Source: an optimization exercise on an open RTL-to-GDS flow (aim: small area and a short achievable clock period). Production flows keep margins and buffers that such runs may drop.
Where RTL was checked, it was by simulation tests only, not by an equivalence proof against the original.
No functional check of the RTL was part of run 2.

[design.v]
module a_s(s_in, c_in, y, s_out, c_out, qp2, qp1, qn1, qn2);
   input  [26:0] s_in;
   input  [26:0] c_in;
   input  [22:0] y;
   output [26:0] s_out;
   output [26:0] c_out;
   output        qp2, qp1, qn1, qn2;
   a_s_sel sel(.s_in(s_in), .c_in(c_in), .y(y), .q({qp2, qp1, qn1, qn2}));
   a_s_csa csa(.s_in(s_in), .c_in(c_in), .y(y), .q({qp2, qp1, qn1, qn2}),
               .s_out(s_out), .c_out(c_out));
endmodule
module a_s_sel(s_in, c_in, y, q);
   input  [26:0] s_in;
   input  [26:0] c_in;
   input  [22:0] y;
   output [3:0]  q;
   wire [6:0] est = s_in[26:20] + c_in[26:20];
   div_nr_wsticky qds(.yt(y[22:20]), .est(est), .q(q));
endmodule
module a_s_csa(s_in, c_in, y, q, s_out, c_out);
   input  [26:0] s_in;
   input  [26:0] c_in;
   input  [22:0] y;
   input  [3:0]  q;
   output [26:0] s_out;
   output [26:0] c_out;
   wire qp2 = q[3], qp1 = q[2], qn1 = q[1], qn2 = q[0];
   wire [28:0] d1 = {3'b000, 1'b1, y, 2'b00};
   wire [28:0] d2 = {2'b00, 1'b1, y, 3'b000};
   wire [28:0] m = ({29{qp1}} & ~d1) | ({29{qp2}} & ~d2) | ({29{qn1}} & d1) | ({29{qn2}} & d2);
   wire [28:0] a = {s_in, 2'b00};
   wire [28:0] b = {c_in, 1'b0, qp1 | qp2};
   wire [28:0] sum = a ^ b ^ m;
   wire [28:0] cy  = (a & b) | (a & m) | (b & m);
   assign s_out = sum[26:0];
   assign c_out = {cy[25:0], 1'b0};
endmodule
module div_nr_wsticky(yt, est, q);
   input  [2:0] yt;
   input  [6:0] est;
   output reg [3:0] q;
   always @(*) begin
      case ({yt, est})
         10'd0: q = 4'b0000;
         10'd1: q = 4'b0000;
         10'd2: q = 4'b0000;
         10'd3: q = 4'b0000;
         10'd4: q = 4'b0100;
         10'd5: q = 4'b0100;
         10'd6: q = 4'b0100;
         10'd7: q = 4'b0100;
         10'd8: q = 4'b0100;
         10'd9: q = 4'b0100;
         10'd10: q = 4'b0100;
         10'd11: q = 4'b0100;
         10'd12: q = 4'b1000;
         10'd13: q = 4'b1000;
         10'd14: q = 4'b1000;
         10'd15: q = 4'b1000;
         10'd16: q = 4'b1000;
         10'd17: q = 4'b1000;
         10'd18: q = 4'b1000;
         10'd19: q = 4'b1000;
         10'd20: q = 4'b1000;
         10'd21: q = 4'b1000;
         10'd22: q = 4'b1000;
         10'd23: q = 4'b1000;
         10'd24: q = 4'b1000;
         10'd25: q = 4'b1000;
         10'd26: q = 4'b1000;
         10'd27: q = 4'b1000;
         10'd28: q = 4'b1000;
         10'd29: q = 4'b1000;
         10'd30: q = 4'b1000;
         10'd31: q = 4'b1000;
         10'd32: q = 4'b1000;
         10'd33: q = 4'b1000;
         10'd34: q = 4'b1000;
         10'd35: q = 4'b1000;
         10'd36: q = 4'b1000;
         10'd37: q = 4'b1000;
         10'd38: q = 4'b1000;
         10'd39: q = 4'b1000;
         10'd40: q = 4'b1000;
         10'd41: q = 4'b1000;
         10'd42: q = 4'b1000;
         10'd43: q = 4'b1000;
         10'd44: q = 4'b1000;
         10'd45: q = 4'b1000;
         10'd46: q = 4'b1000;
         10'd47: q = 4'b1000;
         10'd48: q = 4'b1000;
         10'd49: q = 4'b1000;
         10'd50: q = 4'b1000;
         10'd51: q = 4'b1000;
         10'd52: q = 4'b1000;
         10'd53: q = 4'b1000;
         10'd54: q = 4'b1000;
         10'd55: q = 4'b1000;
         10'd56: q = 4'b1000;
         10'd57: q = 4'b1000;
         10'd58: q = 4'b1000;
         10'd59: q = 4'b1000;
         10'd60: q = 4'b1000;
         10'd61: q = 4'b1000;
         10'd62: q = 4'b1000;
         10'd63: q = 4'b1000;
         10'd64: q = 4'b0001;
         10'd65: q = 4'b0001;
         10'd66: q = 4'b0001;
         10'd67: q = 4'b0001;
         10'd68: q = 4'b0001;
         10'd69: q = 4'b0001;
         10'd70: q = 4'b0001;
         10'd71: q = 4'b0001;
         10'd72: q = 4'b0001;
         10'd73: q = 4'b0001;
         10'd74: q = 4'b0001;
         10'd75: q = 4'b0001;
         10'd76: q = 4'b0001;
         10'd77: q = 4'b0001;
         10'd78: q = 4'b0001;
         10'd79: q = 4'b0001;
         10'd80: q = 4'b0001;
         10'd81: q = 4'b0001;
         10'd82: q = 4'b0001;
         10'd83: q = 4'b0001;
         10'd84: q = 4'b0001;
         10'd85: q = 4'b0001;
         10'd86: q = 4'b0001;
         10'd87: q = 4'b0001;
         10'd88: q = 4'b0001;
         10'd89: q = 4'b0001;
         10'd90: q = 4'b0001;
         10'd91: q = 4'b0001;
         10'd92: q = 4'b0001;
         10'd93: q = 4'b0001;
         10'd94: q = 4'b0001;
         10'd95: q = 4'b0001;
         10'd96: q = 4'b0001;
         10'd97: q = 4'b0001;
         10'd98: q = 4'b0001;
         10'd99: q = 4'b0001;
         10'd100: q = 4'b0001;
         10'd101: q = 4'b0001;
         10'd102: q = 4'b0001;
         10'd103: q = 4'b0001;
         10'd104: q = 4'b0001;
         10'd105: q = 4'b0001;
         10'd106: q = 4'b0001;
         10'd107: q = 4'b0001;
         10'd108: q = 4'b0001;
         10'd109: q = 4'b0001;
         10'd110: q = 4'b0001;
         10'd111: q = 4'b0001;
         10'd112: q = 4'b0001;
         10'd113: q = 4'b0001;
         10'd114: q = 4'b0001;
         10'd115: q = 4'b0010;
         10'd116: q = 4'b0010;
         10'd117: q = 4'b0010;
         10'd118: q = 4'b0010;
         10'd119: q = 4'b0010;
         10'd120: q = 4'b0010;
         10'd121: q = 4'b0010;
         10'd122: q = 4'b0010;
         10'd123: q = 4'b0010;
         10'd124: q = 4'b0000;
         10'd125: q = 4'b0000;
         10'd126: q = 4'b0000;
         10'd127: q = 4'b0000;
         10'd128: q = 4'b0000;
         10'd129: q = 4'b0000;
         10'd130: q = 4'b0000;
         10'd131: q = 4'b0000;
         10'd132: q = 4'b0100;
         10'd133: q = 4'b0100;
         10'd134: q = 4'b0100;
         10'd135: q = 4'b0100;
         10'd136: q = 4'b0100;
         10'd137: q = 4'b0100;
         10'd138: q = 4'b0100;
         10'd139: q = 4'b0100;
         10'd140: q = 4'b0100;
         10'd141: q = 4'b0100;
         10'd142: q = 4'b1000;
         10'd143: q = 4'b1000;
         10'd144: q = 4'b1000;
         10'd145: q = 4'b1000;
         10'd146: q = 4'b1000;
         10'd147: q = 4'b1000;
         10'd148: q = 4'b1000;
         10'd149: q = 4'b1000;
         10'd150: q = 4'b1000;
         10'd151: q = 4'b1000;
         10'd152: q = 4'b1000;
         10'd153: q = 4'b1000;
         10'd154: q = 4'b1000;
         10'd155: q = 4'b1000;
         10'd156: q = 4'b1000;
         10'd157: q = 4'b1000;
         10'd158: q = 4'b1000;
         10'd159: q = 4'b1000;
         10'd160: q = 4'b1000;
         10'd161: q = 4'b1000;
         10'd162: q = 4'b1000;
         10'd163: q = 4'b1000;
         10'd164: q = 4'b1000;
         10'd165: q = 4'b1000;
         10'd166: q = 4'b1000;
         10'd167: q = 4'b1000;
         10'd168: q = 4'b1000;
         10'd169: q = 4'b1000;
         10'd170: q = 4'b1000;
         10'd171: q = 4'b1000;
         10'd172: q = 4'b1000;
         10'd173: q = 4'b1000;
         10'd174: q = 4'b1000;
         10'd175: q = 4'b1000;
         10'd176: q = 4'b1000;
         10'd177: q = 4'b1000;
         10'd178: q = 4'b1000;
         10'd179: q = 4'b1000;
         10'd180: q = 4'b1000;
         10'd181: q = 4'b1000;
         10'd182: q = 4'b1000;
         10'd183: q = 4'b1000;
         10'd184: q = 4'b1000;
         10'd185: q = 4'b1000;
         10'd186: q = 4'b1000;
         10'd187: q = 4'b1000;
         10'd188: q = 4'b1000;
         10'd189: q = 4'b1000;
         10'd190: q = 4'b1000;
         10'd191: q = 4'b1000;
         10'd192: q = 4'b0001;
         10'd193: q = 4'b0001;
         10'd194: q = 4'b0001;
         10'd195: q = 4'b0001;
         10'd196: q = 4'b0001;
         10'd197: q = 4'b0001;
         10'd198: q = 4'b0001;
         10'd199: q = 4'b0001;
         10'd200: q = 4'b0001;
         10'd201: q = 4'b0001;
         10'd202: q = 4'b0001;
         10'd203: q = 4'b0001;
         10'd204: q = 4'b0001;
         10'd205: q = 4'b0001;
         10'd206: q = 4'b0001;
         10'd207: q = 4'b0001;
         10'd208: q = 4'b0001;
         10'd209: q = 4'b0001;
         10'd210: q = 4'b0001;
         10'd211: q = 4'b0001;
         10'd212: q = 4'b0001;
         10'd213: q = 4'b0001;
         10'd214: q = 4'b0001;
         10'd215: q = 4'b0001;
         10'd216: q = 4'b0001;
         10'd217: q = 4'b0001;
         10'd218: q = 4'b0001;
         10'd219: q = 4'b0001;
         10'd220: q = 4'b0001;
         10'd221: q = 4'b0001;
         10'd222: q = 4'b0001;
         10'd223: q = 4'b0001;
         10'd224: q = 4'b0001;
         10'd225: q = 4'b0001;
         10'd226: q = 4'b0001;
         10'd227: q = 4'b0001;
         10'd228: q = 4'b0001;
         10'd229: q = 4'b0001;
         10'd230: q = 4'b0001;
         10'd231: q = 4'b0001;
         10'd232: q = 4'b0001;
         10'd233: q = 4'b0001;
         10'd234: q = 4'b0001;
         10'd235: q = 4'b0001;
         10'd236: q = 4'b0001;
         10'd237: q = 4'b0001;
         10'd238: q = 4'b0001;
         10'd239: q = 4'b0001;
         10'd240: q = 4'b0001;
         10'd241: q = 4'b0010;
         10'd242: q = 4'b0010;
         10'd243: q = 4'b0010;
         10'd244: q = 4'b0010;
         10'd245: q = 4'b0010;
         10'd246: q = 4'b0010;
         10'd247: q = 4'b0010;
         10'd248: q = 4'b0010;
         10'd249: q = 4'b0010;
         10'd250: q = 4'b0000;
         10'd251: q = 4'b0000;
         10'd252: q = 4'b0000;
         10'd253: q = 4'b0000;
         10'd254: q = 4'b0000;
         10'd255: q = 4'b0000;
         10'd256: q = 4'b0000;
         10'd257: q = 4'b0000;
         10'd258: q = 4'b0000;
         10'd259: q = 4'b0000;
         10'd260: q = 4'b0100;
         10'd261: q = 4'b0100;
         10'd262: q = 4'b0100;
         10'd263: q = 4'b0100;
         10'd264: q = 4'b0100;
         10'd265: q = 4'b0100;
         10'd266: q = 4'b0100;
         10'd267: q = 4'b0100;
         10'd268: q = 4'b0100;
         10'd269: q = 4'b0100;
         10'd270: q = 4'b0100;
         10'd271: q = 4'b1000;
         10'd272: q = 4'b1000;
         10'd273: q = 4'b1000;
         10'd274: q = 4'b1000;
         10'd275: q = 4'b1000;
         10'd276: q = 4'b1000;
         10'd277: q = 4'b1000;
         10'd278: q = 4'b1000;
         10'd279: q = 4'b1000;
         10'd280: q = 4'b1000;
         10'd281: q = 4'b1000;
         10'd282: q = 4'b1000;
         10'd283: q = 4'b1000;
         10'd284: q = 4'b1000;
         10'd285: q = 4'b1000;
         10'd286: q = 4'b1000;
         10'd287: q = 4'b1000;
         10'd288: q = 4'b1000;
         10'd289: q = 4'b1000;
         10'd290: q = 4'b1000;
         10'd291: q = 4'b1000;
         10'd292: q = 4'b1000;
         10'd293: q = 4'b1000;
         10'd294: q = 4'b1000;
         10'd295: q = 4'b1000;
         10'd296: q = 4'b1000;
         10'd297: q = 4'b1000;
         10'd298: q = 4'b1000;
         10'd299: q = 4'b1000;
         10'd300: q = 4'b1000;
         10'd301: q = 4'b1000;
         10'd302: q = 4'b1000;
         10'd303: q = 4'b1000;
         10'd304: q = 4'b1000;
         10'd305: q = 4'b1000;
         10'd306: q = 4'b1000;
         10'd307: q = 4'b1000;
         10'd308: q = 4'b1000;
         10'd309: q = 4'b1000;
         10'd310: q = 4'b1000;
         10'd311: q = 4'b1000;
         10'd312: q = 4'b1000;
         10'd313: q = 4'b1000;
         10'd314: q = 4'b1000;
         10'd315: q = 4'b1000;
         10'd316: q = 4'b1000;
         10'd317: q = 4'b1000;
         10'd318: q = 4'b1000;
         10'd319: q = 4'b1000;
         10'd320: q = 4'b0001;
         10'd321: q = 4'b0001;
         10'd322: q = 4'b0001;
         10'd323: q = 4'b0001;
         10'd324: q = 4'b0001;
         10'd325: q = 4'b0001;
         10'd326: q = 4'b0001;
         10'd327: q = 4'b0001;
         10'd328: q = 4'b0001;
         10'd329: q = 4'b0001;
         10'd330: q = 4'b0001;
         10'd331: q = 4'b0001;
         10'd332: q = 4'b0001;
         10'd333: q = 4'b0001;
         10'd334: q = 4'b0001;
         10'd335: q = 4'b0001;
         10'd336: q = 4'b0001;
         10'd337: q = 4'b0001;
         10'd338: q = 4'b0001;
         10'd339: q = 4'b0001;
         10'd340: q = 4'b0001;
         10'd341: q = 4'b0001;
         10'd342: q = 4'b0001;
         10'd343: q = 4'b0001;
         10'd344: q = 4'b0001;
         10'd345: q = 4'b0001;
         10'd346: q = 4'b0001;
         10'd347: q = 4'b0001;
         10'd348: q = 4'b0001;
         10'd349: q = 4'b0001;
         10'd350: q = 4'b0001;
         10'd351: q = 4'b0001;
         10'd352: q = 4'b0001;
         10'd353: q = 4'b0001;
         10'd354: q = 4'b0001;
         10'd355: q = 4'b0001;
         10'd356: q = 4'b0001;
         10'd357: q = 4'b0001;
         10'd358: q = 4'b0001;
         10'd359: q = 4'b0001;
         10'd360: q = 4'b0001;
         10'd361: q = 4'b0001;
         10'd362: q = 4'b0001;
         10'd363: q = 4'b0001;
         10'd364: q = 4'b0001;
         10'd365: q = 4'b0001;
         10'd366: q = 4'b0001;
         10'd367: q = 4'b0001;
         10'd368: q = 4'b0010;
         10'd369: q = 4'b0010;
         10'd370: q = 4'b0010;
         10'd371: q = 4'b0010;
         10'd372: q = 4'b0010;
         10'd373: q = 4'b0010;
         10'd374: q = 4'b0010;
         10'd375: q = 4'b0010;
         10'd376: q = 4'b0010;
         10'd377: q = 4'b0010;
         10'd378: q = 4'b0000;
         10'd379: q = 4'b0000;
         10'd380: q = 4'b0000;
         10'd381: q = 4'b0000;
         10'd382: q = 4'b0000;
         10'd383: q = 4'b0000;
         10'd384: q = 4'b0000;
         10'd385: q = 4'b0000;
         10'd386: q = 4'b0000;
         10'd387: q = 4'b0000;
         10'd388: q = 4'b0100;
         10'd389: q = 4'b0100;
         10'd390: q = 4'b0100;
         10'd391: q = 4'b0100;
         10'd392: q = 4'b0100;
         10'd393: q = 4'b0100;
         10'd394: q = 4'b0100;
         10'd395: q = 4'b0100;
         10'd396: q = 4'b0100;
         10'd397: q = 4'b0100;
         10'd398: q = 4'b0100;
         10'd399: q = 4'b0100;
         10'd400: q = 4'b1000;
         10'd401: q = 4'b1000;
         10'd402: q = 4'b1000;
         10'd403: q = 4'b1000;
         10'd404: q = 4'b1000;
         10'd405: q = 4'b1000;
         10'd406: q = 4'b1000;
         10'd407: q = 4'b1000;
         10'd408: q = 4'b1000;
         10'd409: q = 4'b1000;
         10'd410: q = 4'b1000;
         10'd411: q = 4'b1000;
         10'd412: q = 4'b1000;
         10'd413: q = 4'b1000;
         10'd414: q = 4'b1000;
         10'd415: q = 4'b1000;
         10'd416: q = 4'b1000;
         10'd417: q = 4'b1000;
         10'd418: q = 4'b1000;
         10'd419: q = 4'b1000;
         10'd420: q = 4'b1000;
         10'd421: q = 4'b1000;
         10'd422: q = 4'b1000;
         10'd423: q = 4'b1000;
         10'd424: q = 4'b1000;
         10'd425: q = 4'b1000;
         10'd426: q = 4'b1000;
         10'd427: q = 4'b1000;
         10'd428: q = 4'b1000;
         10'd429: q = 4'b1000;
         10'd430: q = 4'b1000;
         10'd431: q = 4'b1000;
         10'd432: q = 4'b1000;
         10'd433: q = 4'b1000;
         10'd434: q = 4'b1000;
         10'd435: q = 4'b1000;
         10'd436: q = 4'b1000;
         10'd437: q = 4'b1000;
         10'd438: q = 4'b1000;
         10'd439: q = 4'b1000;
         10'd440: q = 4'b1000;
         10'd441: q = 4'b1000;
         10'd442: q = 4'b1000;
         10'd443: q = 4'b1000;
         10'd444: q = 4'b1000;
         10'd445: q = 4'b1000;
         10'd446: q = 4'b1000;
         10'd447: q = 4'b1000;
         10'd448: q = 4'b0001;
         10'd449: q = 4'b0001;
         10'd450: q = 4'b0001;
         10'd451: q = 4'b0001;
         10'd452: q = 4'b0001;
         10'd453: q = 4'b0001;
         10'd454: q = 4'b0001;
         10'd455: q = 4'b0001;
         10'd456: q = 4'b0001;
         10'd457: q = 4'b0001;
         10'd458: q = 4'b0001;
         10'd459: q = 4'b0001;
         10'd460: q = 4'b0001;
         10'd461: q = 4'b0001;
         10'd462: q = 4'b0001;
         10'd463: q = 4'b0001;
         10'd464: q = 4'b0001;
         10'd465: q = 4'b0001;
         10'd466: q = 4'b0001;
         10'd467: q = 4'b0001;
         10'd468: q = 4'b0001;
         10'd469: q = 4'b0001;
         10'd470: q = 4'b0001;
         10'd471: q = 4'b0001;
         10'd472: q = 4'b0001;
         10'd473: q = 4'b0001;
         10'd474: q = 4'b0001;
         10'd475: q = 4'b0001;
         10'd476: q = 4'b0001;
         10'd477: q = 4'b0001;
         10'd478: q = 4'b0001;
         10'd479: q = 4'b0001;
         10'd480: q = 4'b0001;
         10'd481: q = 4'b0001;
         10'd482: q = 4'b0001;
         10'd483: q = 4'b0001;
         10'd484: q = 4'b0001;
         10'd485: q = 4'b0001;
         10'd486: q = 4'b0001;
         10'd487: q = 4'b0001;
         10'd488: q = 4'b0001;
         10'd489: q = 4'b0001;
         10'd490: q = 4'b0001;
         10'd491: q = 4'b0001;
         10'd492: q = 4'b0001;
         10'd493: q = 4'b0001;
         10'd494: q = 4'b0010;
         10'd495: q = 4'b0010;
         10'd496: q = 4'b0010;
         10'd497: q = 4'b0010;
         10'd498: q = 4'b0010;
         10'd499: q = 4'b0010;
         10'd500: q = 4'b0010;
         10'd501: q = 4'b0010;
         10'd502: q = 4'b0010;
         10'd503: q = 4'b0010;
         10'd504: q = 4'b0010;
         10'd505: q = 4'b0010;
         10'd506: q = 4'b0000;
         10'd507: q = 4'b0000;
         10'd508: q = 4'b0000;
         10'd509: q = 4'b0000;
         10'd510: q = 4'b0000;
         10'd511: q = 4'b0000;
         10'd512: q = 4'b0000;
         10'd513: q = 4'b0000;
         10'd514: q = 4'b0000;
         10'd515: q = 4'b0000;
         10'd516: q = 4'b0000;
         10'd517: q = 4'b0000;
         10'd518: q = 4'b0100;
         10'd519: q = 4'b0100;
         10'd520: q = 4'b0100;
         10'd521: q = 4'b0100;
         10'd522: q = 4'b0100;
         10'd523: q = 4'b0100;
         10'd524: q = 4'b0100;
         10'd525: q = 4'b0100;
         10'd526: q = 4'b0100;
         10'd527: q = 4'b0100;
         10'd528: q = 4'b0100;
         10'd529: q = 4'b0100;
         10'd530: q = 4'b1000;
         10'd531: q = 4'b1000;
         10'd532: q = 4'b1000;
         10'd533: q = 4'b1000;
         10'd534: q = 4'b1000;
         10'd535: q = 4'b1000;
         10'd536: q = 4'b1000;
         10'd537: q = 4'b1000;
         10'd538: q = 4'b1000;
         10'd539: q = 4'b1000;
         10'd540: q = 4'b1000;
         10'd541: q = 4'b1000;
         10'd542: q = 4'b1000;
         10'd543: q = 4'b1000;
         10'd544: q = 4'b1000;
         10'd545: q = 4'b1000;
         10'd546: q = 4'b1000;
         10'd547: q = 4'b1000;
         10'd548: q = 4'b1000;
         10'd549: q = 4'b1000;
         10'd550: q = 4'b1000;
         10'd551: q = 4'b1000;
         10'd552: q = 4'b1000;
         10'd553: q = 4'b1000;
         10'd554: q = 4'b1000;
         10'd555: q = 4'b1000;
         10'd556: q = 4'b1000;
         10'd557: q = 4'b1000;
         10'd558: q = 4'b1000;
         10'd559: q = 4'b1000;
         10'd560: q = 4'b1000;
         10'd561: q = 4'b1000;
         10'd562: q = 4'b1000;
         10'd563: q = 4'b1000;
         10'd564: q = 4'b1000;
         10'd565: q = 4'b1000;
         10'd566: q = 4'b1000;
         10'd567: q = 4'b1000;
         10'd568: q = 4'b1000;
         10'd569: q = 4'b1000;
         10'd570: q = 4'b1000;
         10'd571: q = 4'b1000;
         10'd572: q = 4'b1000;
         10'd573: q = 4'b1000;
         10'd574: q = 4'b1000;
         10'd575: q = 4'b1000;
         10'd576: q = 4'b0001;
         10'd577: q = 4'b0001;
         10'd578: q = 4'b0001;
         10'd579: q = 4'b0001;
         10'd580: q = 4'b0001;
         10'd581: q = 4'b0001;
         10'd582: q = 4'b0001;
         10'd583: q = 4'b0001;
         10'd584: q = 4'b0001;
         10'd585: q = 4'b0001;
         10'd586: q = 4'b0001;
         10'd587: q = 4'b0001;
         10'd588: q = 4'b0001;
         10'd589: q = 4'b0001;
         10'd590: q = 4'b0001;
         10'd591: q = 4'b0001;
         10'd592: q = 4'b0001;
         10'd593: q = 4'b0001;
         10'd594: q = 4'b0001;
         10'd595: q = 4'b0001;
         10'd596: q = 4'b0001;
         10'd597: q = 4'b0001;
         10'd598: q = 4'b0001;
         10'd599: q = 4'b0001;
         10'd600: q = 4'b0001;
         10'd601: q = 4'b0001;
         10'd602: q = 4'b0001;
         10'd603: q = 4'b0001;
         10'd604: q = 4'b0001;
         10'd605: q = 4'b0001;
         10'd606: q = 4'b0001;
         10'd607: q = 4'b0001;
         10'd608: q = 4'b0001;
         10'd609: q = 4'b0001;
         10'd610: q = 4'b0001;
         10'd611: q = 4'b0001;
         10'd612: q = 4'b0001;
         10'd613: q = 4'b0001;
         10'd614: q = 4'b0001;
         10'd615: q = 4'b0001;
         10'd616: q = 4'b0001;
         10'd617: q = 4'b0001;
         10'd618: q = 4'b0001;
         10'd619: q = 4'b0001;
         10'd620: q = 4'b0010;
         10'd621: q = 4'b0010;
         10'd622: q = 4'b0010;
         10'd623: q = 4'b0010;
         10'd624: q = 4'b0010;
         10'd625: q = 4'b0010;
         10'd626: q = 4'b0010;
         10'd627: q = 4'b0010;
         10'd628: q = 4'b0010;
         10'd629: q = 4'b0010;
         10'd630: q = 4'b0010;
         10'd631: q = 4'b0010;
         10'd632: q = 4'b0000;
         10'd633: q = 4'b0000;
         10'd634: q = 4'b0000;
         10'd635: q = 4'b0000;
         10'd636: q = 4'b0000;
         10'd637: q = 4'b0000;
         10'd638: q = 4'b0000;
         10'd639: q = 4'b0000;
         10'd640: q = 4'b0000;
         10'd641: q = 4'b0000;
         10'd642: q = 4'b0000;
         10'd643: q = 4'b0000;
         10'd644: q = 4'b0000;
         10'd645: q = 4'b0000;
         10'd646: q = 4'b0100;
         10'd647: q = 4'b0100;
         10'd648: q = 4'b0100;
         10'd649: q = 4'b0100;
         10'd650: q = 4'b0100;
         10'd651: q = 4'b0100;
         10'd652: q = 4'b0100;
         10'd653: q = 4'b0100;
         10'd654: q = 4'b0100;
         10'd655: q = 4'b0100;
         10'd656: q = 4'b0100;
         10'd657: q = 4'b0100;
         10'd658: q = 4'b0100;
         10'd659: q = 4'b0100;
         10'd660: q = 4'b1000;
         10'd661: q = 4'b1000;
         10'd662: q = 4'b1000;
         10'd663: q = 4'b1000;
         10'd664: q = 4'b1000;
         10'd665: q = 4'b1000;
         10'd666: q = 4'b1000;
         10'd667: q = 4'b1000;
         10'd668: q = 4'b1000;
         10'd669: q = 4'b1000;
         10'd670: q = 4'b1000;
         10'd671: q = 4'b1000;
         10'd672: q = 4'b1000;
         10'd673: q = 4'b1000;
         10'd674: q = 4'b1000;
         10'd675: q = 4'b1000;
         10'd676: q = 4'b1000;
         10'd677: q = 4'b1000;
         10'd678: q = 4'b1000;
         10'd679: q = 4'b1000;
         10'd680: q = 4'b1000;
         10'd681: q = 4'b1000;
         10'd682: q = 4'b1000;
         10'd683: q = 4'b1000;
         10'd684: q = 4'b1000;
         10'd685: q = 4'b1000;
         10'd686: q = 4'b1000;
         10'd687: q = 4'b1000;
         10'd688: q = 4'b1000;
         10'd689: q = 4'b1000;
         10'd690: q = 4'b1000;
         10'd691: q = 4'b1000;
         10'd692: q = 4'b1000;
         10'd693: q = 4'b1000;
         10'd694: q = 4'b1000;
         10'd695: q = 4'b1000;
         10'd696: q = 4'b1000;
         10'd697: q = 4'b1000;
         10'd698: q = 4'b1000;
         10'd699: q = 4'b1000;
         10'd700: q = 4'b1000;
         10'd701: q = 4'b1000;
         10'd702: q = 4'b1000;
         10'd703: q = 4'b1000;
         10'd704: q = 4'b0001;
         10'd705: q = 4'b0001;
         10'd706: q = 4'b0001;
         10'd707: q = 4'b0001;
         10'd708: q = 4'b0001;
         10'd709: q = 4'b0001;
         10'd710: q = 4'b0001;
         10'd711: q = 4'b0001;
         10'd712: q = 4'b0001;
         10'd713: q = 4'b0001;
         10'd714: q = 4'b0001;
         10'd715: q = 4'b0001;
         10'd716: q = 4'b0001;
         10'd717: q = 4'b0001;
         10'd718: q = 4'b0001;
         10'd719: q = 4'b0001;
         10'd720: q = 4'b0001;
         10'd721: q = 4'b0001;
         10'd722: q = 4'b0001;
         10'd723: q = 4'b0001;
         10'd724: q = 4'b0001;
         10'd725: q = 4'b0001;
         10'd726: q = 4'b0001;
         10'd727: q = 4'b0001;
         10'd728: q = 4'b0001;
         10'd729: q = 4'b0001;
         10'd730: q = 4'b0001;
         10'd731: q = 4'b0001;
         10'd732: q = 4'b0001;
         10'd733: q = 4'b0001;
         10'd734: q = 4'b0001;
         10'd735: q = 4'b0001;
         10'd736: q = 4'b0001;
         10'd737: q = 4'b0001;
         10'd738: q = 4'b0001;
         10'd739: q = 4'b0001;
         10'd740: q = 4'b0001;
         10'd741: q = 4'b0001;
         10'd742: q = 4'b0001;
         10'd743: q = 4'b0001;
         10'd744: q = 4'b0001;
         10'd745: q = 4'b0001;
         10'd746: q = 4'b0001;
         10'd747: q = 4'b0001;
         10'd748: q = 4'b0010;
         10'd749: q = 4'b0010;
         10'd750: q = 4'b0010;
         10'd751: q = 4'b0010;
         10'd752: q = 4'b0010;
         10'd753: q = 4'b0010;
         10'd754: q = 4'b0010;
         10'd755: q = 4'b0010;
         10'd756: q = 4'b0010;
         10'd757: q = 4'b0010;
         10'd758: q = 4'b0010;
         10'd759: q = 4'b0010;
         10'd760: q = 4'b0000;
         10'd761: q = 4'b0000;
         10'd762: q = 4'b0000;
         10'd763: q = 4'b0000;
         10'd764: q = 4'b0000;
         10'd765: q = 4'b0000;
         10'd766: q = 4'b0000;
         10'd767: q = 4'b0000;
         10'd768: q = 4'b0000;
         10'd769: q = 4'b0000;
         10'd770: q = 4'b0000;
         10'd771: q = 4'b0000;
         10'd772: q = 4'b0000;
         10'd773: q = 4'b0000;
         10'd774: q = 4'b0000;
         10'd775: q = 4'b0000;
         10'd776: q = 4'b0100;
         10'd777: q = 4'b0100;
         10'd778: q = 4'b0100;
         10'd779: q = 4'b0100;
         10'd780: q = 4'b0100;
         10'd781: q = 4'b0100;
         10'd782: q = 4'b0100;
         10'd783: q = 4'b0100;
         10'd784: q = 4'b0100;
         10'd785: q = 4'b0100;
         10'd786: q = 4'b0100;
         10'd787: q = 4'b0100;
         10'd788: q = 4'b1000;
         10'd789: q = 4'b1000;
         10'd790: q = 4'b1000;
         10'd791: q = 4'b1000;
         10'd792: q = 4'b1000;
         10'd793: q = 4'b1000;
         10'd794: q = 4'b1000;
         10'd795: q = 4'b1000;
         10'd796: q = 4'b1000;
         10'd797: q = 4'b1000;
         10'd798: q = 4'b1000;
         10'd799: q = 4'b1000;
         10'd800: q = 4'b1000;
         10'd801: q = 4'b1000;
         10'd802: q = 4'b1000;
         10'd803: q = 4'b1000;
         10'd804: q = 4'b1000;
         10'd805: q = 4'b1000;
         10'd806: q = 4'b1000;
         10'd807: q = 4'b1000;
         10'd808: q = 4'b1000;
         10'd809: q = 4'b1000;
         10'd810: q = 4'b1000;
         10'd811: q = 4'b1000;
         10'd812: q = 4'b1000;
         10'd813: q = 4'b1000;
         10'd814: q = 4'b1000;
         10'd815: q = 4'b1000;
         10'd816: q = 4'b1000;
         10'd817: q = 4'b1000;
         10'd818: q = 4'b1000;
         10'd819: q = 4'b1000;
         10'd820: q = 4'b1000;
         10'd821: q = 4'b1000;
         10'd822: q = 4'b1000;
         10'd823: q = 4'b1000;
         10'd824: q = 4'b1000;
         10'd825: q = 4'b1000;
         10'd826: q = 4'b1000;
         10'd827: q = 4'b1000;
         10'd828: q = 4'b1000;
         10'd829: q = 4'b1000;
         10'd830: q = 4'b1000;
         10'd831: q = 4'b1000;
         10'd832: q = 4'b0001;
         10'd833: q = 4'b0001;
         10'd834: q = 4'b0001;
         10'd835: q = 4'b0001;
         10'd836: q = 4'b0001;
         10'd837: q = 4'b0001;
         10'd838: q = 4'b0001;
         10'd839: q = 4'b0001;
         10'd840: q = 4'b0001;
         10'd841: q = 4'b0001;
         10'd842: q = 4'b0001;
         10'd843: q = 4'b0001;
         10'd844: q = 4'b0001;
         10'd845: q = 4'b0001;
         10'd846: q = 4'b0001;
         10'd847: q = 4'b0001;
         10'd848: q = 4'b0001;
         10'd849: q = 4'b0001;
         10'd850: q = 4'b0001;
         10'd851: q = 4'b0001;
         10'd852: q = 4'b0001;
         10'd853: q = 4'b0001;
         10'd854: q = 4'b0001;
         10'd855: q = 4'b0001;
         10'd856: q = 4'b0001;
         10'd857: q = 4'b0001;
         10'd858: q = 4'b0001;
         10'd859: q = 4'b0001;
         10'd860: q = 4'b0001;
         10'd861: q = 4'b0001;
         10'd862: q = 4'b0001;
         10'd863: q = 4'b0001;
         10'd864: q = 4'b0001;
         10'd865: q = 4'b0001;
         10'd866: q = 4'b0001;
         10'd867: q = 4'b0001;
         10'd868: q = 4'b0001;
         10'd869: q = 4'b0001;
         10'd870: q = 4'b0001;
         10'd871: q = 4'b0001;
         10'd872: q = 4'b0001;
         10'd873: q = 4'b0001;
         10'd874: q = 4'b0010;
         10'd875: q = 4'b0010;
         10'd876: q = 4'b0010;
         10'd877: q = 4'b0010;
         10'd878: q = 4'b0010;
         10'd879: q = 4'b0010;
         10'd880: q = 4'b0010;
         10'd881: q = 4'b0010;
         10'd882: q = 4'b0010;
         10'd883: q = 4'b0010;
         10'd884: q = 4'b0010;
         10'd885: q = 4'b0010;
         10'd886: q = 4'b0010;
         10'd887: q = 4'b0010;
         10'd888: q = 4'b0000;
         10'd889: q = 4'b0000;
         10'd890: q = 4'b0000;
         10'd891: q = 4'b0000;
         10'd892: q = 4'b0000;
         10'd893: q = 4'b0000;
         10'd894: q = 4'b0000;
         10'd895: q = 4'b0000;
         10'd896: q = 4'b0000;
         10'd897: q = 4'b0000;
         10'd898: q = 4'b0000;
         10'd899: q = 4'b0000;
         10'd900: q = 4'b0000;
         10'd901: q = 4'b0000;
         10'd902: q = 4'b0000;
         10'd903: q = 4'b0000;
         10'd904: q = 4'b0100;
         10'd905: q = 4'b0100;
         10'd906: q = 4'b0100;
         10'd907: q = 4'b0100;
         10'd908: q = 4'b0100;
         10'd909: q = 4'b0100;
         10'd910: q = 4'b0100;
         10'd911: q = 4'b0100;
         10'd912: q = 4'b0100;
         10'd913: q = 4'b0100;
         10'd914: q = 4'b0100;
         10'd915: q = 4'b0100;
         10'd916: q = 4'b0100;
         10'd917: q = 4'b0100;
         10'd918: q = 4'b0100;
         10'd919: q = 4'b0100;
         10'd920: q = 4'b1000;
         10'd921: q = 4'b1000;
         10'd922: q = 4'b1000;
         10'd923: q = 4'b1000;
         10'd924: q = 4'b1000;
         10'd925: q = 4'b1000;
         10'd926: q = 4'b1000;
         10'd927: q = 4'b1000;
         10'd928: q = 4'b1000;
         10'd929: q = 4'b1000;
         10'd930: q = 4'b1000;
         10'd931: q = 4'b1000;
         10'd932: q = 4'b1000;
         10'd933: q = 4'b1000;
         10'd934: q = 4'b1000;
         10'd935: q = 4'b1000;
         10'd936: q = 4'b1000;
         10'd937: q = 4'b1000;
         10'd938: q = 4'b1000;
         10'd939: q = 4'b1000;
         10'd940: q = 4'b1000;
         10'd941: q = 4'b1000;
         10'd942: q = 4'b1000;
         10'd943: q = 4'b1000;
         10'd944: q = 4'b1000;
         10'd945: q = 4'b1000;
         10'd946: q = 4'b1000;
         10'd947: q = 4'b1000;
         10'd948: q = 4'b1000;
         10'd949: q = 4'b1000;
         10'd950: q = 4'b1000;
         10'd951: q = 4'b1000;
         10'd952: q = 4'b1000;
         10'd953: q = 4'b1000;
         10'd954: q = 4'b1000;
         10'd955: q = 4'b1000;
         10'd956: q = 4'b1000;
         10'd957: q = 4'b1000;
         10'd958: q = 4'b1000;
         10'd959: q = 4'b1000;
         10'd960: q = 4'b0001;
         10'd961: q = 4'b0001;
         10'd962: q = 4'b0001;
         10'd963: q = 4'b0001;
         10'd964: q = 4'b0001;
         10'd965: q = 4'b0001;
         10'd966: q = 4'b0001;
         10'd967: q = 4'b0001;
         10'd968: q = 4'b0001;
         10'd969: q = 4'b0001;
         10'd970: q = 4'b0001;
         10'd971: q = 4'b0001;
         10'd972: q = 4'b0001;
         10'd973: q = 4'b0001;
         10'd974: q = 4'b0001;
         10'd975: q = 4'b0001;
         10'd976: q = 4'b0001;
         10'd977: q = 4'b0001;
         10'd978: q = 4'b0001;
         10'd979: q = 4'b0001;
         10'd980: q = 4'b0001;
         10'd981: q = 4'b0001;
         10'd982: q = 4'b0001;
         10'd983: q = 4'b0001;
         10'd984: q = 4'b0001;
         10'd985: q = 4'b0001;
         10'd986: q = 4'b0001;
         10'd987: q = 4'b0001;
         10'd988: q = 4'b0001;
         10'd989: q = 4'b0001;
         10'd990: q = 4'b0001;
         10'd991: q = 4'b0001;
         10'd992: q = 4'b0001;
         10'd993: q = 4'b0001;
         10'd994: q = 4'b0001;
         10'd995: q = 4'b0001;
         10'd996: q = 4'b0001;
         10'd997: q = 4'b0001;
         10'd998: q = 4'b0001;
         10'd999: q = 4'b0001;
         10'd1000: q = 4'b0010;
         10'd1001: q = 4'b0010;
         10'd1002: q = 4'b0010;
         10'd1003: q = 4'b0010;
         10'd1004: q = 4'b0010;
         10'd1005: q = 4'b0010;
         10'd1006: q = 4'b0010;
         10'd1007: q = 4'b0010;
         10'd1008: q = 4'b0010;
         10'd1009: q = 4'b0010;
         10'd1010: q = 4'b0010;
         10'd1011: q = 4'b0010;
         10'd1012: q = 4'b0010;
         10'd1013: q = 4'b0010;
         10'd1014: q = 4'b0010;
         10'd1015: q = 4'b0010;
         10'd1016: q = 4'b0000;
         10'd1017: q = 4'b0000;
         10'd1018: q = 4'b0000;
         10'd1019: q = 4'b0000;
         10'd1020: q = 4'b0000;
         10'd1021: q = 4'b0000;
         10'd1022: q = 4'b0000;
         10'd1023: q = 4'b0000;
         default: q = 4'b0000;
      endcase
   end
endmodule
module FP_div(FP_A, FP_B, clk, ce, FP_Z);
   parameter K = 2;
   input  [31:0] FP_A;
   input  [31:0] FP_B;
   input         clk;
   input         ce;
   output [31:0] FP_Z;
   reg    [31:0] FP_Z;
   wire [26:0]  s1, c1;
   wire [K-1:0] p2_1, p1_1, n1_1, n2_1;
   wire [1:0]   cls1;
   wire         sign1;
   wire [7:0]   exp1;
   wire [3:0]   qk1;
   fp_div_s1 #(K) st1(.FP_A(FP_A), .FP_B(FP_B), .s(s1), .c(c1), .qk(qk1),
                      .p2(p2_1), .p1(p1_1), .n1(n1_1), .n2(n2_1),
                      .cls(cls1), .sign(sign1), .expo(exp1));
   reg [26:0]  s_r, c_r;
   reg [22:0]  y_r;
   reg [K-1:0] p2_r, p1_r, n1_r, n2_r;
   reg [1:0]   cls_r;
   reg         sign_r;
   reg [7:0]   exp_r;
   reg [3:0]   qk_r;
   always @(posedge clk) begin
      if (ce) begin
         qk_r <= qk1;
         s_r <= s1;
         c_r <= c1;
         y_r <= FP_B[22:0];
         p2_r <= p2_1;
         p1_r <= p1_1;
         n1_r <= n1_1;
         n2_r <= n2_1;
         cls_r <= cls1;
         sign_r <= sign1;
         exp_r <= exp1;
      end
   end
   wire [31:0] z;
   fp_div_s2 #(K) st2(.s(s_r), .c(c_r), .qk(qk_r), .y(y_r), .p2(p2_r), .p1(p1_r), .n1(n1_r), .n2(n2_r),
                      .cls(cls_r), .sign(sign_r), .expo(exp_r), .z(z));
   always @(posedge clk)
      if (ce)
         FP_Z <= z;
endmodule
module fp_div_s1(FP_A, FP_B, s, c, qk, p2, p1, n1, n2, cls, sign, expo);
   parameter K = 2;
   input  [31:0]  FP_A;
   input  [31:0]  FP_B;
   output [26:0]  s, c;
   output [3:0]   qk;
   output [K-1:0] p2, p1, n1, n2;
   output [1:0]   cls;
   output         sign;
   output [7:0]   expo;
   wire [7:0] ea = FP_A[30:23];
   wire [7:0] eb = FP_B[30:23];
   wire fa_z = (FP_A[22:0] == 23'd0);
   wire fb_z = (FP_B[22:0] == 23'd0);
   wire nan1  = (&ea & ~fa_z) | (&eb & ~fb_z);
   wire inf1  = (&ea) | (&eb) | (eb == 8'd0);
   wire zero1 = (ea == 8'd0) & fa_z;
   wire hi = (FP_A[22:0] >= FP_B[22:0]);
   wire [8:0] en = {1'b0, ea} - {1'b0, eb} + 9'd126 + {8'd0, hi};
   wire ovf = (en[8:7] == 2'b10) | (en == 9'd255);
   wire unf = (en[8:7] == 2'b11) | (en[7:0] == 8'd0);
   assign cls = nan1 ? 2'd3 : (inf1 | ovf) ? 2'd2 : (zero1 | unf) ? 2'd1 : 2'd0;
   assign sign = FP_A[31] ^ FP_B[31];
   assign expo = en[7:0];
   wire [26:0] sr [0:K];
   wire [26:0] cr [0:K];
   assign sr[0] = hi ? {3'b000, 1'b1, FP_A[22:0]} : {2'b00, 1'b1, FP_A[22:0], 1'b0};
   assign cr[0] = 27'd0;
   genvar i;
   generate
      for (i = 0; i < K; i = i + 1) begin : row
         a_s r(.s_in(sr[i]), .c_in(cr[i]), .y(FP_B[22:0]),
               .s_out(sr[i+1]), .c_out(cr[i+1]),
               .qp2(p2[K-1-i]), .qp1(p1[K-1-i]), .qn1(n1[K-1-i]), .qn2(n2[K-1-i]));
      end
   endgenerate
   assign s = sr[K];
   assign c = cr[K];
   a_s_sel selk(.s_in(sr[K]), .c_in(cr[K]), .y(FP_B[22:0]), .q(qk));
endmodule
module fp_div_s2(s, c, qk, y, p2, p1, n1, n2, cls, sign, expo, z);
   parameter K = 2;
   input  [26:0]  s, c;
   input  [3:0]   qk;
   input  [22:0]  y;
   input  [K-1:0] p2, p1, n1, n2;
   input  [1:0]   cls;
   input          sign;
   input  [7:0]   expo;
   output [31:0]  z;
   wire [26:0] sr [0:13-K];
   wire [26:0] cr [0:13-K];
   wire [12-K:0] p2_2, p1_2, n1_2, n2_2;
   assign sr[0] = s;
   assign cr[0] = c;
   genvar i;
   assign {p2_2[12-K], p1_2[12-K], n1_2[12-K], n2_2[12-K]} = qk;
   a_s_csa r0(.s_in(sr[0]), .c_in(cr[0]), .y(y), .q(qk), .s_out(sr[1]), .c_out(cr[1]));
   generate
      for (i = 1; i < 13 - K; i = i + 1) begin : row
         a_s r(.s_in(sr[i]), .c_in(cr[i]), .y(y),
               .s_out(sr[i+1]), .c_out(cr[i+1]),
               .qp2(p2_2[12-K-i]), .qp1(p1_2[12-K-i]), .qn1(n1_2[12-K-i]), .qn2(n2_2[12-K-i]));
      end
   endgenerate
   wire [12:0] a2 = {p2, p2_2}, a1 = {p1, p1_2}, b1 = {n1, n1_2}, b2 = {n2, n2_2};
   wire [25:0] qp, qn;
   generate
      for (i = 0; i < 13; i = i + 1) begin : dig
         assign qp[2*i+1:2*i] = {a2[i], a1[i]};
         assign qn[2*i+1:2*i] = {b2[i], b1[i]};
      end
   endgenerate
   wire [26:0] w = sr[13-K] + cr[13-K];
   wire [25:0] q0 = qp - qn;
   wire [25:0] q1 = qp - qn + 26'd1;
   wire [22:0] man = w[26] ? q0[23:1] : q1[23:1];
   reg [30:0] zz;
   always @(*) begin
      case (cls)
         2'd3: zz = {8'hff, 23'h400000};
         2'd2: zz = {8'hff, 23'd0};
         2'd1: zz = 31'd0;
         default: zz = {expo, man};
      endcase
   end
   assign z = {sign, zz};
endmodule
[flow/run.sh]
#!/bin/bash
# The standard layout, except that synthesis does not extract full and half
# adders into the library's adder cells (ADDER_MAP_FILE empty): the adder
# cells are slow, and they cut the logic into pieces that ABC maps one by one,
# so ABC can not see the real critical paths.  Everything else, including the
# synthesis script, is the standard flow's own.  make's output goes to standard.log; the
# ORFS tools keep their own logs under orfs/logs.
set -euo pipefail
bash standard.sh ADDER_MAP_FILE= finish > standard.log 2>&1
[standard.sh]
#!/bin/bash
# synth_recipe.tcl (not shown) runs the flow's synth.tcl, then flattens the netlist and writes it again
# the make line also repeats each setting of config.mk as NAME=value (left out here)
make -C /OpenROAD-flow-scripts/flow DESIGN_CONFIG=/design/flow/config.mk WORK_HOME=/design/flow/orfs CLKGATE_MAP_FILE= SYNTH_SCRIPT=/design/flow/synth_recipe.tcl "${@:-finish}"
[config.mk]
export PLATFORM = sky130hd
export DESIGN_NAME = FP_div
export DESIGN_NICKNAME = FP_div
export VERILOG_FILES = /design/flow/design.v
export SDC_FILE = /design/flow/constraint.sdc
export NUM_CORES = 4
export LEC_CHECK = 0
export ABC_AREA = 1
export CAP_MARGIN = 60
export CORE_MARGIN = 2
export CORE_UTILIZATION = 45
export PLACE_DENSITY = 0.6
export SLEW_MARGIN = 60
[constraint.sdc]
create_clock -name core_clock -period 80.0 [get_ports {clk}]
set_input_delay 16.0000 -clock core_clock [delete_from_list [all_inputs] [get_ports {clk}]]
set_output_delay 16.0000 -clock core_clock [all_outputs]
set_load 0.01 [all_outputs]
==> results of run 1 <==
worst paths after layout:
path | to | slack [ns] | cells after the start
hold reg to reg | FP_Z[31] | 0.42 | 0
hold / removal | FP_Z[31] | 0.42 | 0
setup reg to reg | FP_Z[20] | 55.24 | 179
setup / recovery | qk_r[1] | 54.80 | 61
kinds of logic after synthesis:
logic type / Yosys count / share of synthesized area, %
buf+inv: 1045 / 14.1
compound gates: 939 / 15.9
flops: 119 / 9.72
xor+xnor: 249 / 6.12
simple gates: 3959 / 54.1
other cells: 1 / 0.0102
worst max-delay path: cells and delay by family:
family	cells	cell delay, ns
buffers and inverters	12	2.42
XOR/XNOR	1	0.30
AND/OR/NAND/NOR	37	4.82
AO/OA/AOI/OAI	11	1.90
layer usage:
layer,vias to the layer above,global-route usage [%]
met1,18300,39.0
li1,20400,-
met5,-,0
met2,1337,48.0
met4,4,8.24
met3,182,2.93
synth_stat cells (8+ instances only):
cell type | number | share of area (%)
a211oi_1 | 10 | 0.20
a21oi_1 | 215 | 2.9
a21oi_2 | 19 | 0.45
a221oi_1 | 115 | 2.7
a31oi_1 | 9 | 0.15
buf_1 | 11 | 0.11
buf_4 | 10 | 0.20
buf_6 | 25 | 0.77
clkbuf_1 | 83 | 0.85
clkbuf_8 | 84 | 3.1
clkinv_1 | 17 | 0.17
edfxtp_1 | 119 | 9.7
inv_1 | 710 | 7.3
inv_2 | 67 | 0.68
inv_4 | 13 | 0.22
nand2_1 | 1768 | 18
nand2_2 | 479 | 8.2
nand2_4 | 149 | 4.6
nand3_1 | 399 | 5.4
nand3_2 | 119 | 3.2
nand4_1 | 156 | 2.7
nor2_1 | 578 | 5.9
nor2_2 | 106 | 1.8
nor2_4 | 31 | 0.95
nor3_1 | 41 | 0.56
nor4_1 | 15 | 0.26
o211ai_1 | 27 | 0.55
o21ai_0 | 283 | 3.9
o21ai_1 | 47 | 0.64
o21ai_2 | 24 | 0.57
o21bai_1 | 16 | 0.33
o221ai_1 | 15 | 0.36
o22ai_1 | 110 | 1.9
o31ai_1 | 8 | 0.16
or2_2 | 72 | 1.2
xnor2_1 | 73 | 1.7
xor2_1 | 167 | 4.0
sequential cells by signal (all words and copies together), names as in the netlist:
register,flops
p1_r,1
s_r,24
c_r,21
cls_r,2
sign_r,1
y_r,23
n1_r,1
exp_r,8
FP_Z,32
qk_r,4
n2_r,1
p2_r,1
area by class of cell:
| class | instances | area (µm²) | area share, % |
|---|---|---|---|
| timing repair buffer | 161 | 1510 | 3.96 |
| sequential | 119 | 3570 | 9.37 |
| tap | 1060 | 1330 | 3.48 |
| clock buffer | 18 | 429 | 1.13 |
| clock inverter | 14 | 150 | 0.394 |
| inverter | 813 | 3120 | 8.18 |
| multi-input combinational | 5148 | 28000 | 73.5 |
per-stage QoR:
step,setup slack [ns],area [µm²]
after global routing,52.56,38100
after global placement,54.08,37400
after detailed placement,54.47,37500
after CTS,54.87,38000
after floorplan,57.15,36800
final,54.80,38100
==> impl_metrics.json, run 1 <==
{
  "status": "complete, no violations",
  "ys_seq_area_share_pct": 9.72,
  "synth_ff_type": "edfxtp_1",
  "place_inst": 7294,
  "tns_ns": 0,
  "avgSynthCellArea_um2": 5.82,
  "post_cts_resized": 0,
  "io_pins": 98,
  "wl_met2_um": 56200,
  "drt_wl_total_um": 125000,
  "path_clk_slew_ns": 0.06,
  "nFillCells": 8838,
  "gp_congestion": 0.934,
  "hold_ws_ns": 0.424,
  "chipHeight_um": 290,
  "cts_hold_buf": 0,
  "mostFrequentLayoutCell": "nand2_1",
  "insertion_delay_ns": 0.42,
  "start_util_pct": 45.6,
  "synth_cells": 6312,
  "routed_via_density": 5.49,
  "htree_levels": 4,
  "path_max_fanout": 45,
  "finClkSkew_ns": 0.00882,
  "synth_seq_cells": 119,
  "startpoint": "FP_B[21]",
  "max_slew_margin_pct": 61.0,
  "worstSetupPathType": "in2reg",
  "dp_hpwl_um": 98700,
  "syn_area_um2": 36800,
  "grt_pass1_vias": 36600,
  "fin_crit_ns": 25.20,
  "cts.sink_count": 119,
  "routedWlPerCell_um": 17.0,
  "r2r_start": "y_r[21]",
  "slowest_stage": "inv_1",
  "path_common_cell": "nand2_1",
  "drive_above_1_share_pct": 19.9,
  "drc_errors": 0,
  "fin_util_pct": 47.3,
  "grt_pass1_wl_um": 199000,
  "fin_crit_sh_pct": 31.5,
  "wl_met3_um": 8210,
  "cts_tree": "built",
  "ant_nets": 0,
  "tightest_slew_ns": 0.584,
  "crit_path_end_kind": "register",
  "ys_types": 81,
  "die-area_um2": 84000,
  "synth_nets": 6378,
  "track_usage_pct": 28.7,
  "drt_iter0_markers": 3366,
  "async_flop_share_pct": 0,
  "finalHoldViolations": 0,
  "top_signal_layer_used": "met5",
  "cts.path.max_buffers": 2,
  "wl_met1_um": 56800,
  "area_growth_pct": 3.78,
  "num_antenna_cells": 0,
  "dr_total_vias": 40200,
  "crit_arrival_ns": 25.45,
  "slowest_delay_ns": 0.42,
  "core_area_um2": 80700,
  "grt_overflow": 0,
  "min_path_type": "reg2reg",
  "grt_max_degree": 77,
  "worst_ep_required_time_ns": 80.24,
  "stdcell_count": 7333,
  "rsz0062_at_grt": "false",
  "synth-edff-count": 119,
  "worst_setup_path_start_kind": "input pin",
  "dr.pass1.iters": 6,
  "postCtsSetupRepairBufs": 0,
  "setup_viol": 0,
  "clk_root_buffer_cell": "clkbuf_16",
  "hold_start": "sign_r",
  "numCtsBuffers": 17,
  "nets": 6326,
  "ys_warn_count": 4,
  "num_rows": 104,
  "fmax_mhz": 39.7,
  "drv_slew": 0,
  "final_cell_mix": "nand2_1, inv_1, nor2_1",
  "io_buffers": 97,
  "cap_violations": 0,
  "die_w_um": 290,
  "antenna_found_initial": 2
}
==> run 2: changes to the inputs <==
--- a/design.v
+++ b/design.v
@@ -1,39 +1,40 @@
 module a_s(s_in, c_in, y, s_out, c_out, qp2, qp1, qn1, qn2);
-   input  [26:0] s_in;
-   input  [26:0] c_in;
+   input  [24:0] s_in;
+   input  [24:0] c_in;
    input  [22:0] y;
-   output [26:0] s_out;
-   output [26:0] c_out;
+   output [24:0] s_out;
+   output [24:0] c_out;
    output        qp2, qp1, qn1, qn2;
-   a_s_sel sel(.s_in(s_in), .c_in(c_in), .y(y), .q({qp2, qp1, qn1, qn2}));
-   a_s_csa csa(.s_in(s_in), .c_in(c_in), .y(y), .q({qp2, qp1, qn1, qn2}),
+   wire [26:0] a = {s_in, 2'b00};
+   wire [26:0] b = {c_in, 2'b00};
+   a_s_sel sel(.a(a), .b(b), .y(y), .q({qp2, qp1, qn1, qn2}));
+   a_s_csa csa(.a(a), .b(b), .y(y), .q({qp2, qp1, qn1, qn2}),
                .s_out(s_out), .c_out(c_out));
 endmodule
-module a_s_sel(s_in, c_in, y, q);
-   input  [26:0] s_in;
-   input  [26:0] c_in;
+module a_s_sel(a, b, y, q);
+   input  [26:0] a;
+   input  [26:0] b;
    input  [22:0] y;
    output [3:0]  q;
-   wire [6:0] est = s_in[26:20] + c_in[26:20];
+   wire [6:0] est = a[26:20] + b[26:20];
    div_nr_wsticky qds(.yt(y[22:20]), .est(est), .q(q));
 endmodule
-module a_s_csa(s_in, c_in, y, q, s_out, c_out);
-   input  [26:0] s_in;
-   input  [26:0] c_in;
+module a_s_csa(a, b, y, q, s_out, c_out);
+   input  [26:0] a;
+   input  [26:0] b;
    input  [22:0] y;
    input  [3:0]  q;
-   output [26:0] s_out;
-   output [26:0] c_out;
+   output [24:0] s_out;
+   output [24:0] c_out;
    wire qp2 = q[3], qp1 = q[2], qn1 = q[1], qn2 = q[0];
-   wire [28:0] d1 = {3'b000, 1'b1, y, 2'b00};
-   wire [28:0] d2 = {2'b00, 1'b1, y, 3'b000};
-   wire [28:0] m = ({29{qp1}} & ~d1) | ({29{qp2}} & ~d2) | ({29{qn1}} & d1) | ({29{qn2}} & d2);
-   wire [28:0] a = {s_in, 2'b00};
-   wire [28:0] b = {c_in, 1'b0, qp1 | qp2};
-   wire [28:0] sum = a ^ b ^ m;
-   wire [28:0] cy  = (a & b) | (a & m) | (b & m);
-   assign s_out = sum[26:0];
-   assign c_out = {cy[25:0], 1'b0};
+   wire [26:0] d1 = {3'b000, 1'b1, y};
+   wire [26:0] d2 = {2'b00, 1'b1, y, 1'b0};
+   wire [26:0] m = ({27{qp1}} & ~d1) | ({27{qp2}} & ~d2) | ({27{qn1}} & d1) | ({27{qn2}} & d2);
+   wire [26:0] bb = {b[26:1], qp1 | qp2};
+   wire [26:0] sum = a ^ bb ^ m;
+   wire [26:0] cy  = (a & bb) | (a & m) | (bb & m);
+   assign s_out = sum[24:0];
+   assign c_out = {cy[23:0], 1'b0};
 endmodule
 module div_nr_wsticky(yt, est, q);
    input  [2:0] yt;
@@ -1077,7 +1078,7 @@
    input         ce;
    output [31:0] FP_Z;
    reg    [31:0] FP_Z;
-   wire [26:0]  s1, c1;
+   wire [24:0]  s1, c1;
    wire [K-1:0] p2_1, p1_1, n1_1, n2_1;
    wire [1:0]   cls1;
    wire         sign1;
@@ -1086,7 +1087,7 @@
    fp_div_s1 #(K) st1(.FP_A(FP_A), .FP_B(FP_B), .s(s1), .c(c1), .qk(qk1),
                       .p2(p2_1), .p1(p1_1), .n1(n1_1), .n2(n2_1),
                       .cls(cls1), .sign(sign1), .expo(exp1));
-   reg [26:0]  s_r, c_r;
+   reg [24:0]  s_r, c_r;
    reg [22:0]  y_r;
    reg [K-1:0] p2_r, p1_r, n1_r, n2_r;
    reg [1:0]   cls_r;
@@ -1119,7 +1120,7 @@
    parameter K = 2;
    input  [31:0]  FP_A;
    input  [31:0]  FP_B;
-   output [26:0]  s, c;
+   output [24:0]  s, c;
    output [3:0]   qk;
    output [K-1:0] p2, p1, n1, n2;
    output [1:0]   cls;
@@ -1139,13 +1140,16 @@
    assign cls = nan1 ? 2'd3 : (inf1 | ovf) ? 2'd2 : (zero1 | unf) ? 2'd1 : 2'd0;
    assign sign = FP_A[31] ^ FP_B[31];
    assign expo = en[7:0];
-   wire [26:0] sr [0:K];
-   wire [26:0] cr [0:K];
-   assign sr[0] = hi ? {3'b000, 1'b1, FP_A[22:0]} : {2'b00, 1'b1, FP_A[22:0], 1'b0};
-   assign cr[0] = 27'd0;
+   wire [24:0] sr [1:K];
+   wire [24:0] cr [1:K];
+   wire [26:0] x4 = hi ? {3'b000, 1'b1, FP_A[22:0]} : {2'b00, 1'b1, FP_A[22:0], 1'b0};
+   wire [3:0]  q0;
+   a_s_sel sel0(.a(x4), .b(27'd0), .y(FP_B[22:0]), .q(q0));
+   a_s_csa csa0(.a(x4), .b(27'd0), .y(FP_B[22:0]), .q(q0), .s_out(sr[1]), .c_out(cr[1]));
+   assign {p2[K-1], p1[K-1], n1[K-1], n2[K-1]} = q0;
    genvar i;
    generate
-      for (i = 0; i < K; i = i + 1) begin : row
+      for (i = 1; i < K; i = i + 1) begin : row
          a_s r(.s_in(sr[i]), .c_in(cr[i]), .y(FP_B[22:0]),
                .s_out(sr[i+1]), .c_out(cr[i+1]),
                .qp2(p2[K-1-i]), .qp1(p1[K-1-i]), .qn1(n1[K-1-i]), .qn2(n2[K-1-i]));
@@ -1153,11 +1157,11 @@
    endgenerate
    assign s = sr[K];
    assign c = cr[K];
-   a_s_sel selk(.s_in(sr[K]), .c_in(cr[K]), .y(FP_B[22:0]), .q(qk));
+   a_s_sel selk(.a({sr[K], 2'b00}), .b({cr[K], 2'b00}), .y(FP_B[22:0]), .q(qk));
 endmodule
 module fp_div_s2(s, c, qk, y, p2, p1, n1, n2, cls, sign, expo, z);
    parameter K = 2;
-   input  [26:0]  s, c;
+   input  [24:0]  s, c;
    input  [3:0]   qk;
    input  [22:0]  y;
    input  [K-1:0] p2, p1, n1, n2;
@@ -1165,14 +1169,14 @@
    input          sign;
    input  [7:0]   expo;
    output [31:0]  z;
-   wire [26:0] sr [0:13-K];
-   wire [26:0] cr [0:13-K];
+   wire [24:0] sr [0:13-K];
+   wire [24:0] cr [0:13-K];
    wire [12-K:0] p2_2, p1_2, n1_2, n2_2;
    assign sr[0] = s;
    assign cr[0] = c;
    genvar i;
    assign {p2_2[12-K], p1_2[12-K], n1_2[12-K], n2_2[12-K]} = qk;
-   a_s_csa r0(.s_in(sr[0]), .c_in(cr[0]), .y(y), .q(qk), .s_out(sr[1]), .c_out(cr[1]));
+   a_s_csa r0(.a({sr[0], 2'b00}), .b({cr[0], 2'b00}), .y(y), .q(qk), .s_out(sr[1]), .c_out(cr[1]));
    generate
       for (i = 1; i < 13 - K; i = i + 1) begin : row
          a_s r(.s_in(sr[i]), .c_in(cr[i]), .y(y),
@@ -1188,10 +1192,11 @@
          assign qn[2*i+1:2*i] = {b2[i], b1[i]};
       end
    endgenerate
-   wire [26:0] w = sr[13-K] + cr[13-K];
-   wire [25:0] q0 = qp - qn;
-   wire [25:0] q1 = qp - qn + 26'd1;
-   wire [22:0] man = w[26] ? q0[23:1] : q1[23:1];
+   wire [24:0] w = sr[13-K] + cr[13-K];
+   wire [25:0] q = qp - qn;
+   wire [22:0] qh = q[23:1];
+   wire [22:0] qh1 = q[23:1] + 23'd1;
+   wire [22:0] man = (q[0] & ~w[24]) ? qh1 : qh;
    reg [30:0] zz;
    always @(*) begin
       case (cls)
==> impl_metrics.json, run 2 <==
{
  "max_slew_margin_pct": 59.7,
  "ys_seq_area_share_pct": 10.1,
  "dpl-instance-area_um2": 36400,
  "worst_ep_required_time_ns": 80.16,
  "die-area_um2": 80500,
  "grt_max_degree": 75,
  "gp_congestion": 0.919,
  "start_util_pct": 45.4,
  "cts.sink_count": 118,
  "cts_hold_buf": 0,
  "stdcell_area_um2": 37000,
  "die_w_um": 284,
  "finClkSkew_ns": 0.0133,
  "numCtsBuffers": 17,
  "io_pins": 98,
  "ys_types": 74,
  "final_cell_mix": "nand2_1, inv_1, nor2_1",
  "synth_ff_type": "edfxtp_1",
  "slowest_stage": "o21ai_4",
  "routedWlPerCell_um": 15.9,
  "cap_violations": 0,
  "nFillCells": 8428,
  "fin_crit_ns": 25.51,
  "num_antenna_cells": 0,
  "synth_common_cells": "nand2_1, inv_1, nor2_1",
  "drc_errors": 0,
  "cts.path.max_buffers": 2,
  "grt_pass1_wl_um": 185000,
  "dr.pass1.iters": 8,
  "synth-edff-count": 118,
  "synth_nets": 6354,
  "routed_via_density": 5.39,
  "post_cts_resized": 0,
  "syn_area_um2": 35200,
  "area_growth_pct": 4.99,
  "dr_total_vias": 39300,
  "track_usage_pct": 27.7,
  "finalHoldViolations": 0,
  "avgSynthCellArea_um2": 5.60,
  "crit_arrival_ns": 25.67,
  "io_buffers": 97,
  "worstSetupPathType": "reg2reg",
  "synth_cells": 6288,
  "tightest_slew_ns": 0.605,
  "cts_tree": "built",
  "core_area_um2": 77500,
  "drive_above_1_share_pct": 16.9,
  "antenna_found_initial": 0,
  "chipHeight_um": 284,
  "postCtsSetupRepairBufs": 0,
  "crit_path_end_kind": "register",
  "yosysTopAreaCell": "nand2_1",
  "setup_viol": 0,
  "drt_wl_total_um": 116000,
  "synth.most_common_cell": "nand2_1",
  "grt_overflow": 0,
  "status": "complete, no violations",
  "min_path_type": "reg2reg",
  "fmax_mhz": 39.2,
  "drt_iter0_markers": 2994,
  "synth_seq_cells": 118,
  "path_clk_slew_ns": 0.06,
  "async_flop_share_pct": 0,
  "dp_hpwl_um": 91200,
  "synth.area.top_cells": "nand2_1, edfxtp_1, inv_1",
  "synth_top_cell_area_share_pct": 20.7,
  "largestRegisters": "FP_Z (32), s_r (23), y_r (23)",
  "num_rows": 102,
  "drv_slew": 0,
  "top_register": "FP_Z",
  "largest_register_ffs": 32,
  "clk_root_buffer_cell": "clkbuf_16",
  "worst_setup_path_start_kind": "register",
  "ant_nets": 0,
  "rsz0062_at_grt": "false",
  "path_max_fanout": 23,
  "insertion_delay_ns": 0.42,
  "mostFrequentLayoutCell": "nand2_1",
  "nets": 6305,
  "fin_crit_sh_pct": 31.9,
  "tns_ns": 0,
  "slowest_delay_ns": 0.50,
  "ys_warn_count": 4,
  "htree_levels": 4,
  "grt_pass1_vias": 35100,
  "path_common_cell": "nand2_1"
}
[run 2: changes by cell type after synthesis, sizes merged, moves of 27 or more]
cell,before,now
a221oi,115,68
nand3,521,572
nor2,718,746
a211oi,10,53
nand4,162,127
clkbuf,171,144
inv,794,747
[run 2: layout make-up]
type	instances	area, µm²	share of cell area (%)
clock buffers	17	425	1.15
clock inverters	15	121	0.328
inverters	778	3010	8.15
multi-input cells	5174	27100	73.4
flip-flops and latches	118	3540	9.59
well taps	1040	1300	3.52
repair buffers	150	1430	3.86
[run 2: routing by layer]
layer / track usage [%] / routed length [µm] / up-vias
met4: 7.87 / 3140 / 0
met3: 2.01 / 6960 / 169
met5: 0 / 0 / -
li1: - / - / 20300
met2: 45.7 / 51300 / 1243
met1: 38.7 / 54700 / 17600
[run 2: metrics by stage]
stage	setup slack [ns]	hold WS (ns)	utilization, %	cells
detailed placement	53.88	0.408	46.9	7257
finish	54.49	0.424	47.7	7292
global route	51.70	0.431	47.7	7292
floorplan	56.75	0.400	-	6288
global placement	53.54	0.402	46.8	7251
CTS	54.30	0.425	47.6	7289
[run 2: kinds of logic after synthesis]
family	share of synthesized area, %
and+or+nand+nor	55.3
buffers and inverters	13.0
AOI/OAI and AO/OA	15.5
xor gates and xnor gates	6.10
DFF	10.1
[run 2: path summary, 6_finish.rpt]
path / from / to / slack (ns) / cells after the start
max reg2reg: y_r[19] / FP_Z[22] / 54.49 / 186
min: sign_r / FP_Z[31] / 0.42 / 0
max: y_r[19] / FP_Z[22] / 54.49 / 186
min reg2reg: sign_r / FP_Z[31] / 0.42 / 0
[run 2: worst max-delay path: cells and delay by family, from the launching register on]
family,cells,cell delay (ns)
compound gates,12,2.73
buf+inv,11,1.62
xor+xnor,1,0.16
flops,1,0.34
simple gates,162,20.21

re-timing with driven ports:
In the flow no input, the clock included, has a driving cell. The finished layouts below were timed again as built, in two steps.
Step 1, drivers: a clkbuf_16 drives clk and a buf_2 each remaining input, both assumed.
Step 2 adds t to the input delays and takes it off the output delays; t is the mean of the earliest and latest rising clock arrival at the registers after step 1. Input paths then give back, and output paths get back, about the clock's delay inside the block.
a / b / c = ideal ports / drivers / drivers and shift; a / b = the first two.
run | t, ns | setup slack, ns | worst hold slack (ns) | worst data-port slew with drivers (ns)
run 1 | 0.470 | 54.797 / 54.828 / 54.358 | 0.424 / 0.424 / 0.424 | 0.09
run 2 | 0.462 | 54.485 / 54.485 / 54.485 | 0.424 / 0.424 / 0.424 | 0.06
After both steps every run listed still meets setup and hold. The setup slack of run 1, which loses most, moves by +0.031 ns with the drivers and by -0.439 ns with both steps.
